From an optimization exercise on the open Yosys and OpenROAD flow, aimed at small area, a short achievable clock period and few clock cycles per item; shortcuts taken in it are not production practice. In this exercise RTL edits were held to simulation tests only and were not proved equivalent to the original.

==> 11-19 <==
// func
module func(
	input clk_i,
	input rst_i,
	input start_i,
	input [7:0] a_i,
	input [7:0] b_i,
	input change_mode,
	output [1:0] busy_o,
	output [15:0] y_o
);
==> module func, before the edit <==
module func(
	input clk_i,
	input rst_i,
	input start_i,
	input [7:0] a_i,
	input [7:0] b_i,
	input change_mode,
	output [1:0] busy_o,
	output [15:0] y_o
);
  reg [7:0] a;
  reg [3:0] root;
  reg busy;
  reg mode;
  reg cleared;
  reg [23:0] row1;
  reg [16:0] row2;
  reg row_c;
  wire next_c;
  wire [3:0] result_sqrt;
  wire [23:0] next1;
  wire [16:0] next2;
  wire [23:0] part_result;
  wire accept = start_i & ~busy;
  sqrt sqrt1(.x_i(b_i), .y_o(result_sqrt));
  cube cube1(.x_bi(a), .s_i(root), .r1_o(next1), .r2_o(next2), .cin_o(next_c));
  assign part_result = cleared ? 24'd0 : {row1[23:5] + {1'b0, 1'b0, row2[16], row2[15], row2[14], row2[13], row2[12], row2[11], row2[10], row2[9], row2[8], row2[7], row2[6], row2[5], row2[4], row2[3], row2[2], row2[1], row2[0]} + row_c, row1[4:0]};
  assign busy_o = {1'b0, busy};
  assign y_o[7:0] = mode ? part_result[23:16] : part_result[7:0];
  assign y_o[15:8] = mode ? 8'h00 : part_result[15:8];
  always @(posedge clk_i) begin
    row1 <= next1;
    row2 <= next2;
    row_c <= next_c;
    if (accept) begin
      a <= a_i;
      root <= result_sqrt;
    end
    if (rst_i) begin
      mode <= 1'b0;
      busy <= 1'b0;
      cleared <= 1'b1;
    end else begin
      if (change_mode) mode <= ~mode;
      busy <= accept;
      if (accept) cleared <= 1'b0;
    end
  end
endmodule
export LEC_CHECK = 0
export CAP_MARGIN = 20
export CORE_MARGIN = 2
export CORE_UTILIZATION = 65
export CTS_BUF_LIST = sky130_fd_sc_hd__clkbuf_8
export CTS_CLUSTER_DIAMETER = 100
export CTS_CLUSTER_SIZE = 30
export PLACE_DENSITY = 0.75
export SETUP_SLACK_MARGIN = 1.5
export SLEW_MARGIN = 20
export SYNTH_HIERARCHICAL = 1
export SYNTH_MINIMUM_KEEP_SIZE = 0
create_clock -name core_clock -period 5.0 [get_ports {clk_i}]
run.sh (not shown) runs the stock make flow with config.mk's settings and CLKGATE_MAP_FILE= SYNTH_SCRIPT=/design/flow/synth_recipe.tcl, a recipe that flattens the netlist after the stock synthesis.
==> 09-07: changes against 11-19 <==
--- a/flow/design.v
+++ b/flow/design.v
@@ -251,9 +251,12 @@
   reg busy;
   reg mode;
-  reg cleared;
+  reg show_hi, show_lo;
+  wire cleared = ~(show_hi | show_lo);
+  wire next_mode = mode ^ change_mode;
   reg [23:0] row1;
   reg [16:0] row2;
   reg row_c;
   wire next_c;
+  wire [19:0] hi_sum = {row1[23:5], 1'b1} + {1'b0, 1'b0, row2[16], row2[15], row2[14], row2[13], row2[12], row2[11], row2[10], row2[9], row2[8], row2[7], row2[6], row2[5], row2[4], row2[3], row2[2], row2[1], row2[0], row_c};
   wire [3:0] result_sqrt;
   wire [23:0] next1;
@@ -263,8 +266,8 @@
   sqrt sqrt1(.x_i(b_i), .y_o(result_sqrt));
   cube cube1(.x_bi(a), .s_i(root), .r1_o(next1), .r2_o(next2), .cin_o(next_c));
-  assign part_result = cleared ? 24'd0 : {row1[23:5] + {1'b0, 1'b0, row2[16], row2[15], row2[14], row2[13], row2[12], row2[11], row2[10], row2[9], row2[8], row2[7], row2[6], row2[5], row2[4], row2[3], row2[2], row2[1], row2[0]} + row_c, row1[4:0]};
+  assign part_result = {hi_sum[19:1], row1[4:0]};
   assign busy_o = {1'b0, busy};
-  assign y_o[7:0] = mode ? part_result[23:16] : part_result[7:0];
-  assign y_o[15:8] = mode ? 8'h00 : part_result[15:8];
+  assign y_o[7:0] = ({8{show_hi}} & part_result[23:16]) | ({8{show_lo}} & part_result[7:0]);
+  assign y_o[15:8] = {8{show_lo}} & part_result[15:8];
   always @(posedge clk_i) begin
     row1 <= next1;
@@ -278,9 +281,11 @@
       mode <= 1'b0;
       busy <= 1'b0;
-      cleared <= 1'b1;
+      show_hi <= 1'b0;
+      show_lo <= 1'b0;
     end else begin
-      if (change_mode) mode <= ~mode;
+      mode <= next_mode;
       busy <= accept;
-      if (accept) cleared <= 1'b0;
+      show_hi <= next_mode & (accept | ~cleared);
+      show_lo <= ~next_mode & (accept | ~cleared);
     end
   end
Settings changed: CTS_BUF_LIST sky130_fd_sc_hd__clkbuf_8 to sky130_fd_sc_hd__clkbuf_16, CTS_CLUSTER_DIAMETER 100 to 500, CTS_CLUSTER_SIZE 30 to 100.
==> 10-21: changes against 11-19 <==
--- a/flow/design.v
+++ b/flow/design.v
@@ -251,9 +251,12 @@
   reg busy;
   reg mode;
-  reg cleared;
+  reg show_hi, show_lo;
+  wire cleared = ~(show_hi | show_lo);
+  wire next_mode = mode ^ change_mode;
   reg [23:0] row1;
   reg [16:0] row2;
   reg row_c;
   wire next_c;
+  wire [19:0] hi_sum = {row1[23:5], 1'b1} + {1'b0, 1'b0, row2[16], row2[15], row2[14], row2[13], row2[12], row2[11], row2[10], row2[9], row2[8], row2[7], row2[6], row2[5], row2[4], row2[3], row2[2], row2[1], row2[0], row_c};
   wire [3:0] result_sqrt;
   wire [23:0] next1;
@@ -263,8 +266,8 @@
   sqrt sqrt1(.x_i(b_i), .y_o(result_sqrt));
   cube cube1(.x_bi(a), .s_i(root), .r1_o(next1), .r2_o(next2), .cin_o(next_c));
-  assign part_result = cleared ? 24'd0 : {row1[23:5] + {1'b0, 1'b0, row2[16], row2[15], row2[14], row2[13], row2[12], row2[11], row2[10], row2[9], row2[8], row2[7], row2[6], row2[5], row2[4], row2[3], row2[2], row2[1], row2[0]} + row_c, row1[4:0]};
+  assign part_result = {hi_sum[19:1], row1[4:0]};
   assign busy_o = {1'b0, busy};
-  assign y_o[7:0] = mode ? part_result[23:16] : part_result[7:0];
-  assign y_o[15:8] = mode ? 8'h00 : part_result[15:8];
+  assign y_o[7:0] = ({8{show_hi}} & part_result[23:16]) | ({8{show_lo}} & part_result[7:0]);
+  assign y_o[15:8] = {8{show_lo}} & part_result[15:8];
   always @(posedge clk_i) begin
     row1 <= next1;
@@ -278,9 +281,11 @@
       mode <= 1'b0;
       busy <= 1'b0;
-      cleared <= 1'b1;
+      show_hi <= 1'b0;
+      show_lo <= 1'b0;
     end else begin
-      if (change_mode) mode <= ~mode;
+      mode <= next_mode;
       busy <= accept;
-      if (accept) cleared <= 1'b0;
+      show_hi <= next_mode & (accept | ~cleared);
+      show_lo <= ~next_mode & (accept | ~cleared);
     end
   end
Settings changed: CORE_UTILIZATION 65 to 80, CTS_BUF_LIST sky130_fd_sc_hd__clkbuf_8 to not set, CTS_CLUSTER_DIAMETER 100 to not set, CTS_CLUSTER_SIZE 30 to not set, PLACE_DENSITY 0.75 to 0.85.
==> impl_metrics.tcl <==
set metrics [dict create \
    status "no timing/DRC/antenna violations" \
    worst_pin_slew_ns 0.925 \
    multi_input_area_sq_um 3860 \
    worstPathArrival_ns 2.85 \
    cts-root-buf "clkbuf_8" \
    critPathLaunch "row1[21]" \
]
[end of results for 10-21]
==> impl_metrics.tcl <==
set metrics [dict create \
    critPathLaunch "row1[6]" \
    status "no timing/DRC/antenna violations" \
    path_class "register to output pin" \
    worstPathArrival_ns 2.52 \
    multi_input_area_sq_um 3760 \
    cts-root-buf "clkbuf_16" \
    hp-start "root[0]" \
]
[end of results for 09-07]
==> impl_metrics.tcl <==
set metrics [dict create \
    critPathMaxFanout 2 \
    max_freq_ghz 0.258 \
    multi_input_area_sq_um 3820 \
    worstPathArrival_ns 2.88 \
    critPathLaunch "row1[5]" \
    die_y_microns 95.7 \
    layout_common_cells "fa_1 (66), dfxtp_1 (43), and2_1 (37)" \
    cts-root-buf "clkbuf_8" \
    status "no timing/DRC/antenna violations" \
    worst_pin_slew_ns 0.710 \
]
[end of results for 11-19]
Testbench counts of 11-19, summed over its fixed seeds: cycles 3,200, items 1,600.
Testbench counts of 09-07, summed over its fixed seeds: cycles 3,200, items 1,600.
Testbench counts of 10-21, summed over its fixed seeds: cycles 3,200, items 1,600.

re-timing with driven ports:
The flow's constraints put no driver on any port. The routed layouts listed below were extracted and timed again, unchanged, in two steps. Step 1 assumes that a clkbuf_16 drives the clock port and a buf_2 every other input. Step 2, shift: input delay + t, output delay - t, t = (earliest + latest rising clock arrival at the registers) / 2. This alone moves slack from input paths to output paths. a / b / c = ideal ports / drivers / drivers and shift; a / b = the first two.
run | shift t [ns] | setup WS [ns] | latest minus earliest clock arrival (ns) | worst slew at a driven data input, ns | pins driven straight from the clock port
11-19 | 0.371 | 1.117 / 1.083 / 1.454 | 0.013 / 0.014 | 0.03 | 1
09-07 | 0.361 | 1.475 / 1.437 / 1.593 | 0.011 / 0.011 | 0.03 | 1
10-21 | 0.382 | 1.149 / 1.116 / 1.378 | 0.008 / 0.008 | 0.04 | 1
After both steps setup and hold are still met in every run listed.
